Context: an optimization exercise on an open-source flow, tuned for small area and a short achievable clock period. The choices shown serve that exercise and are no tape-out recipe.
RTL that was checked went through simulation tests only; none was proved equivalent to the original.
No driver is modelled on the clock port, so clock power and skew are understated where the tree is cut down; a real chip needs a root buffer or a tree.
Power and IR drop assume default switching activity.

==> job 7237 <==
==> flow/design.v <==
module dpram (
    clK,
    wr_EN,
    wr_LO,
    wr_HI,
    wr_DATA,
    rd_LO,
    rd_HI,
    rd_DATA
    );
    parameter DATA = 16;
    parameter ADDR = 5;
    localparam DEPTH = 1 << ADDR;
    localparam GROUPS = DEPTH / 4;
    input  wire              clK;
    input  wire              wr_EN;
    input  wire [3:0]        wr_LO;
    input  wire [GROUPS-1:0] wr_HI;
    input  wire [DATA-1:0]   wr_DATA;
    input  wire [3:0]        rd_LO;
    input  wire [GROUPS-1:0] rd_HI;
    output reg  [DATA-1:0]   rd_DATA;
    reg  [DATA*DEPTH-1:0] Memory;
    wire [DATA*DEPTH-1:0] Memory_nxt;
    wire [DATA-1:0]       rd_mux;
    wire [DEPTH-1:0]      rd_SELn;      
    wire [GROUPS-1:0]     wr_grp;
    genvar r, b, g;
    generate
        for (g = 0; g < GROUPS; g = g + 1) begin : grp
            dpram_wgrp wgrp (
                .en(wr_EN),
                .sel(wr_HI[g]),
                .we(wr_grp[g])
                );
        end
        for (r = 0; r < DEPTH; r = r + 1) begin : row
            wire we   = wr_grp[r / 4] & wr_LO[r % 4];
            wire hold = ~we;
            assign rd_SELn[r] = ~(rd_LO[r % 4] & rd_HI[r / 4]);
            for (b = 0; b < DATA; b = b + 1) begin : bt
                dpram_wbit wbit (
                    .we(we),
                    .hold(hold),
                    .d(wr_DATA[b]),
                    .q(Memory[r*DATA + b]),
                    .nxt(Memory_nxt[r*DATA + b])
                    );
            end
        end
        for (b = 0; b < DATA; b = b + 1) begin : col
            wire [DEPTH-1:0] bits;
            for (r = 0; r < DEPTH; r = r + 1) begin : pick
                assign bits[r] = Memory[r*DATA + b];
            end
            dpram_rcol #(.DEPTH(DEPTH)) rcol (
                .bits(bits),
                .seln(rd_SELn),
                .y(rd_mux[b])
                );
        end
    endgenerate
    always @(posedge clK) begin
        Memory  <= Memory_nxt;
        rd_DATA <= rd_mux;
    end
endmodule
module dpram_wgrp (en, sel, we);
    input  wire en;
    input  wire sel;
    output wire we;
    assign we = en & sel;
endmodule
module dpram_wbit (we, hold, d, q, nxt);
    input  wire we;
    input  wire hold;
    input  wire d;
    input  wire q;
    output wire nxt;
    assign nxt = (d & we) | (q & hold);
endmodule
module dpram_rcol (bits, seln, y);
    parameter DEPTH = 32;
    input  wire [DEPTH-1:0] bits;
    input  wire [DEPTH-1:0] seln;
    output wire             y;
    assign y = &(bits | seln);
endmodule
module fifo (
    clK,
    fifo_WR,
    fifo_IN,
    fifo_RD,
    fifo_OUT,
    rsT,
    statuS
    );
    parameter DATA = 16;
    parameter ADDR = 5;
    localparam DEPTH = 1 << ADDR;
    localparam GROUPS = DEPTH / 4;
    input clK;
    input  wire              fifo_WR;
    input  wire [DATA-1:0]   fifo_IN;
    input  wire              fifo_RD;
    output wire [DATA-1:0]   fifo_OUT;
    input  wire              rsT;
    output wire [1:0]        statuS;
    reg         [3:0]        Write_Lo;
    reg         [GROUPS-1:0] Write_Hi;
    reg         [3:0]        Read_Lo;
    reg         [GROUPS-1:0] Read_Hi;
    reg         [1:0]        Diff;
    dpram #(.DATA(DATA), .ADDR(ADDR)) Fifomem (
        .clK(clK),
        .wr_EN(fifo_WR),
        .wr_LO(Write_Lo),
        .wr_HI(Write_Hi),
        .wr_DATA(fifo_IN),
        .rd_LO(Read_Lo),
        .rd_HI(Read_Hi),
        .rd_DATA(fifo_OUT)
        );
    assign statuS = Diff;
    always @(posedge clK) begin
        if (rsT) begin
            Write_Lo <= 4'b0001;
            Write_Hi <= {{(GROUPS-1){1'b0}}, 1'b1};
            Read_Lo  <= 4'b0001;
            Read_Hi  <= {{(GROUPS-1){1'b0}}, 1'b1};
            Diff     <= 0;
        end
        else begin
            if (fifo_WR) begin
                Write_Lo <= {Write_Lo[2:0], Write_Lo[3]};
                if (Write_Lo[3])
                    Write_Hi <= {Write_Hi[GROUPS-2:0], Write_Hi[GROUPS-1]};
            end
            if (fifo_RD) begin
                Read_Lo <= {Read_Lo[2:0], Read_Lo[3]};
                if (Read_Lo[3])
                    Read_Hi <= {Read_Hi[GROUPS-2:0], Read_Hi[GROUPS-1]};
            end
            if (fifo_WR & ~fifo_RD)
                Diff <= Diff + 1'b1;
            else if (fifo_RD & ~fifo_WR)
                Diff <= Diff - 1'b1;
        end
    end
endmodule
==> flow/run.sh <==
#!/bin/bash
# synth_recipe.tcl (not shown) runs the flow's synth.tcl, then flattens the netlist and writes it again
# the make line also repeats each setting of config.mk as NAME=value (left out here)
make -C /OpenROAD-flow-scripts/flow DESIGN_CONFIG=/design/flow/config.mk WORK_HOME=/design/flow/orfs CLKGATE_MAP_FILE= SYNTH_SCRIPT=/design/flow/synth_recipe.tcl finish
==> flow/config.mk <==
export PLATFORM = sky130hd
export DESIGN_NAME = fifo
export DESIGN_NICKNAME = fifo
export VERILOG_FILES = /design/flow/design.v
export SDC_FILE = /design/flow/constraint.sdc
export NUM_CORES = 4
export LEC_CHECK = 0
export CAP_MARGIN = 20
export CORE_MARGIN = 2
export CORE_UTILIZATION = 70
export CTS_CLUSTER_DIAMETER = 50
export CTS_CLUSTER_SIZE = 20
export SETUP_SLACK_MARGIN = 1.35
export SLEW_MARGIN = 20
export SYNTH_HIERARCHICAL = 1
==> flow/constraint.sdc <==
create_clock -name core_clock -period 3.0 [get_ports {clK}]
set_input_delay 0.6000 -clock core_clock [delete_from_list [all_inputs] [get_ports {clK}]]
set_output_delay 0.6000 -clock core_clock [all_outputs]
set_load 0.01 [all_outputs]
==> job 5644: changes against job 7237 <==
--- a/flow/design.v
+++ b/flow/design.v
@@ -5,6 +5,5 @@
     wr_HI,
     wr_DATA,
-    rd_LO,
-    rd_HI,
+    rd_SELn,
     rd_DATA
     );
@@ -18,11 +17,9 @@
     input  wire [GROUPS-1:0] wr_HI;
     input  wire [DATA-1:0]   wr_DATA;
-    input  wire [3:0]        rd_LO;
-    input  wire [GROUPS-1:0] rd_HI;
+    input  wire [DEPTH-1:0]  rd_SELn;      
     output reg  [DATA-1:0]   rd_DATA;
     reg  [DATA*DEPTH-1:0] Memory;
     wire [DATA*DEPTH-1:0] Memory_nxt;
     wire [DATA-1:0]       rd_mux;
-    wire [DEPTH-1:0]      rd_SELn;      
     wire [GROUPS-1:0]     wr_grp;
     genvar r, b, g;
@@ -38,5 +35,4 @@
             wire we   = wr_grp[r / 4] & wr_LO[r % 4];
             wire hold = ~we;
-            assign rd_SELn[r] = ~(rd_LO[r % 4] & rd_HI[r / 4]);
             for (b = 0; b < DATA; b = b + 1) begin : bt
                 dpram_wbit wbit (
@@ -109,6 +105,5 @@
     reg         [3:0]        Write_Lo;
     reg         [GROUPS-1:0] Write_Hi;
-    reg         [3:0]        Read_Lo;
-    reg         [GROUPS-1:0] Read_Hi;
+    reg         [DEPTH-1:0]  Read_Sel_n;
     reg         [1:0]        Diff;
     dpram #(.DATA(DATA), .ADDR(ADDR)) Fifomem (
@@ -118,6 +113,5 @@
         .wr_HI(Write_Hi),
         .wr_DATA(fifo_IN),
-        .rd_LO(Read_Lo),
-        .rd_HI(Read_Hi),
+        .rd_SELn(Read_Sel_n),
         .rd_DATA(fifo_OUT)
         );
@@ -127,6 +121,5 @@
             Write_Lo <= 4'b0001;
             Write_Hi <= {{(GROUPS-1){1'b0}}, 1'b1};
-            Read_Lo  <= 4'b0001;
-            Read_Hi  <= {{(GROUPS-1){1'b0}}, 1'b1};
+            Read_Sel_n <= {{(DEPTH-1){1'b1}}, 1'b0};
             Diff     <= 0;
         end
@@ -137,9 +130,6 @@
                     Write_Hi <= {Write_Hi[GROUPS-2:0], Write_Hi[GROUPS-1]};
             end
-            if (fifo_RD) begin
-                Read_Lo <= {Read_Lo[2:0], Read_Lo[3]};
-                if (Read_Lo[3])
-                    Read_Hi <= {Read_Hi[GROUPS-2:0], Read_Hi[GROUPS-1]};
-            end
+            if (fifo_RD)
+                Read_Sel_n <= {Read_Sel_n[DEPTH-2:0], Read_Sel_n[DEPTH-1]};
             if (fifo_WR & ~fifo_RD)
                 Diff <= Diff + 1'b1;
==> flow/flow/run.sh (new file) <==
#!/bin/bash
# Layout flow: the standard flow (standard.sh), except that the clock
# tree is the fixed two-stage tree of flow/clocktree.tcl (clock port -> one
# clkbuf_16 per quadrant -> one clkbuf_16 per cluster of about 23
# flip-flops) instead of TritonCTS's three-stage tree. flow/pre_cts.tcl puts
# it in place of clock_tree_synthesis inside ORFS's CTS step.
set -euo pipefail
W=$(pwd)
export PRE_CTS_TCL="$W/flow/pre_cts.tcl"
bash standard.sh PRE_CTS_TCL="$W/flow/pre_cts.tcl" finish > "$W/standard_flow.log" 2>&1
==> flow/flow/clocktree.tcl (new file) <==
# Two-stage clock tree: clK -> 4 root clkbufs (one per quadrant of the
# flip-flops) -> leaf clkbufs (a grid of nx by ny per quadrant) -> flip-flops.
# Each group is split by x into nx columns of equal count, then each column
# by y into ny groups of equal count; buffers sit at their group centroid.
proc grid_split {pts nx ny} {
  set pts [lsort -integer -index 1 $pts]
  set n [llength $pts]
  set out {}
  for {set c 0} {$c < $nx} {incr c} {
    set col [lrange $pts [expr {$c*$n/$nx}] [expr {($c+1)*$n/$nx - 1}]]
    set col [lsort -integer -index 2 $col]
    set m [llength $col]
    for {set r 0} {$r < $ny} {incr r} {
      lappend out [lrange $col [expr {$r*$m/$ny}] [expr {($r+1)*$m/$ny - 1}]]
    }
  }
  return $out
}
proc centroid {cl} {
  set x 0; set y 0
  foreach p $cl { set x [expr {$x + [lindex $p 1]}]; set y [expr {$y + [lindex $p 2]}] }
  return [list [expr {$x / [llength $cl]}] [expr {$y / [llength $cl]}]]
}
proc build_tree {nx ny rootm leafm} {
  set block [ord::get_db_block]
  set db [ord::get_db]
  set clk [$block findNet clK]
  set pts {}
  foreach it [$clk getITerms] {
    set bb [[$it getInst] getBBox]
    lappend pts [list $it [expr {([$bb xMin]+[$bb xMax])/2}] [expr {([$bb yMin]+[$bb yMax])/2}]]
  }
  set lm [$db findMaster $leafm]
  set rm [$db findMaster $rootm]
  set q 0; set k 0
  foreach quad [grid_split $pts 2 2] {
    set root [odb::dbInst_create $block $rm clkroot_$q]
    set rnet [odb::dbNet_create $block clknet_root_$q]
    $rnet setSigType CLOCK
    [$root findITerm A] connect $clk
    [$root findITerm X] connect $rnet
    set c [centroid $quad]
    $root setLocation [lindex $c 0] [lindex $c 1]
    $root setPlacementStatus PLACED
    foreach cl [grid_split $quad $nx $ny] {
      set c [centroid $cl]
      set b [odb::dbInst_create $block $lm clkleaf_$k]
      $b setLocation [lindex $c 0] [lindex $c 1]
      $b setPlacementStatus PLACED
      set net [odb::dbNet_create $block clknet_leaf_$k]
      $net setSigType CLOCK
      [$b findITerm A] connect $rnet
      [$b findITerm X] connect $net
      foreach p $cl {
        set it [lindex $p 0]
        $it disconnect
        $it connect $net
      }
      incr k
    }
    incr q
  }
}
==> flow/flow/pre_cts.tcl (new file) <==
# Sourced by ORFS's cts.tcl before it calls clock_tree_synthesis: replaces
# that command with a fixed two-stage clock tree (clocktree.tcl). Everything
# else in the CTS step (legalisation, timing repair) runs as usual.
source [file join [file dirname [info script]] clocktree.tcl]
rename clock_tree_synthesis tritoncts_clock_tree_synthesis
proc clock_tree_synthesis {args} {
  build_tree 2 3 sky130_fd_sc_hd__clkbuf_16 sky130_fd_sc_hd__clkbuf_16
  catch {global_connect}
  set_propagated_clock [all_clocks]
}
==> flow/standard.sh (new file) <==
#!/bin/bash
# synth_recipe.tcl (not shown) runs the flow's synth.tcl, then flattens the netlist and writes it again
# the make line also repeats each setting of config.mk as NAME=value (left out here)
make -C /OpenROAD-flow-scripts/flow DESIGN_CONFIG=/design/flow/config.mk WORK_HOME=/design/flow/orfs CLKGATE_MAP_FILE= SYNTH_SCRIPT=/design/flow/synth_recipe.tcl "${@:-finish}"
--- a/flow/config.mk
+++ b/flow/config.mk
@@ -9,7 +9,5 @@
 export CORE_MARGIN = 2
 export CORE_UTILIZATION = 70
-export CTS_CLUSTER_DIAMETER = 50
-export CTS_CLUSTER_SIZE = 20
-export SETUP_SLACK_MARGIN = 1.35
+export SETUP_SLACK_MARGIN = 1.45
 export SLEW_MARGIN = 20
 export SYNTH_HIERARCHICAL = 1
removed: flow/run.sh
==> qor summary <==
| item | job 7237 | job 5644 |
|---|---|---|
| Combinational fraction of design power | 5.6% | 8.7% |
| Filler cells | 1623 | 1894 |
| Met2 WL | 26300 um | 26200 um |
| Min cycle time layout | 1.71 ns | 1.60 ns |
| Crit path launch | Read_Lo[2]$_SDFFE_PP0P_ | Read_Sel_n[11]$_SDFFE_PP1P_ |
| Power consumed by sequential cells | 7.82 mW | 8.20 mW |
| P_int | 10.9 mW | 10.1 mW |
| Instance count on the critical path | 5 | 4 |
| Maximum fanout along the worst path | 16 | 18 |
| Run status | no timing/DRC/antenna violations | no timing/DRC/antenna violations |
| NetSw | 3.31 mW | 3.15 mW |
| Part of the power in registers | 55.0% | 62.2% |
| Worst endpoint required time | 3.44 ns | 3.27 ns |
| Number of placement rows | 60 | 61 |
| Cell area after synthesis | 18900 um2 | 19500 um2 |
| First DRT Iteration DRCs | 2036 | 1740 |
| Via density | 7.44 | 7.27 |
| Clock share of power | 39.3% | 29.2% |
| Global-route total usage across every layer | 40.7% | 38.4% |
| Signal arrival time at the worst endpoint | 2.15 ns | 1.88 ns |
| Post-synth cell types | 20 | 21 |
Function not checked in job 7237: the RTL went through the layout flow alone. In job 5644 the design's own scripts or RTL, not TritonCTS, make the clock network.

[what the ideal ports hide]
Ports are ideal in the flow. The routed layouts listed here were re-timed in OpenROAD. Step 1 (the two cells are an assumption about what drives the block):
set clk [get_ports {clK}]
set_driving_cell -lib_cell sky130_fd_sc_hd__clkbuf_16 $clk
set_driving_cell -lib_cell sky130_fd_sc_hd__buf_2 [delete_from_list [all_inputs] $clk]
Step 2 also shifts input and output timing later by t, the mid clock arrival at the registers, as if the neighbouring blocks saw the same clock. a / b / c = no drivers / after step 1 / after step 2; a / b = the first two.
run	shift t [ns]	slack for setup (ns)	hold slack, ns
job 7237	0.593	1.290 / 1.290 / 0.934	0.473 / 0.473 / 0.473
job 5644	0.459	1.397 / 1.353 / 1.149	0.476 / 0.476 / 0.476
After both steps every run listed still meets setup and hold. For job 7237, which loses most, drivers alone change the setup slack by 0.000 ns; drivers and shift together by -0.356 ns.
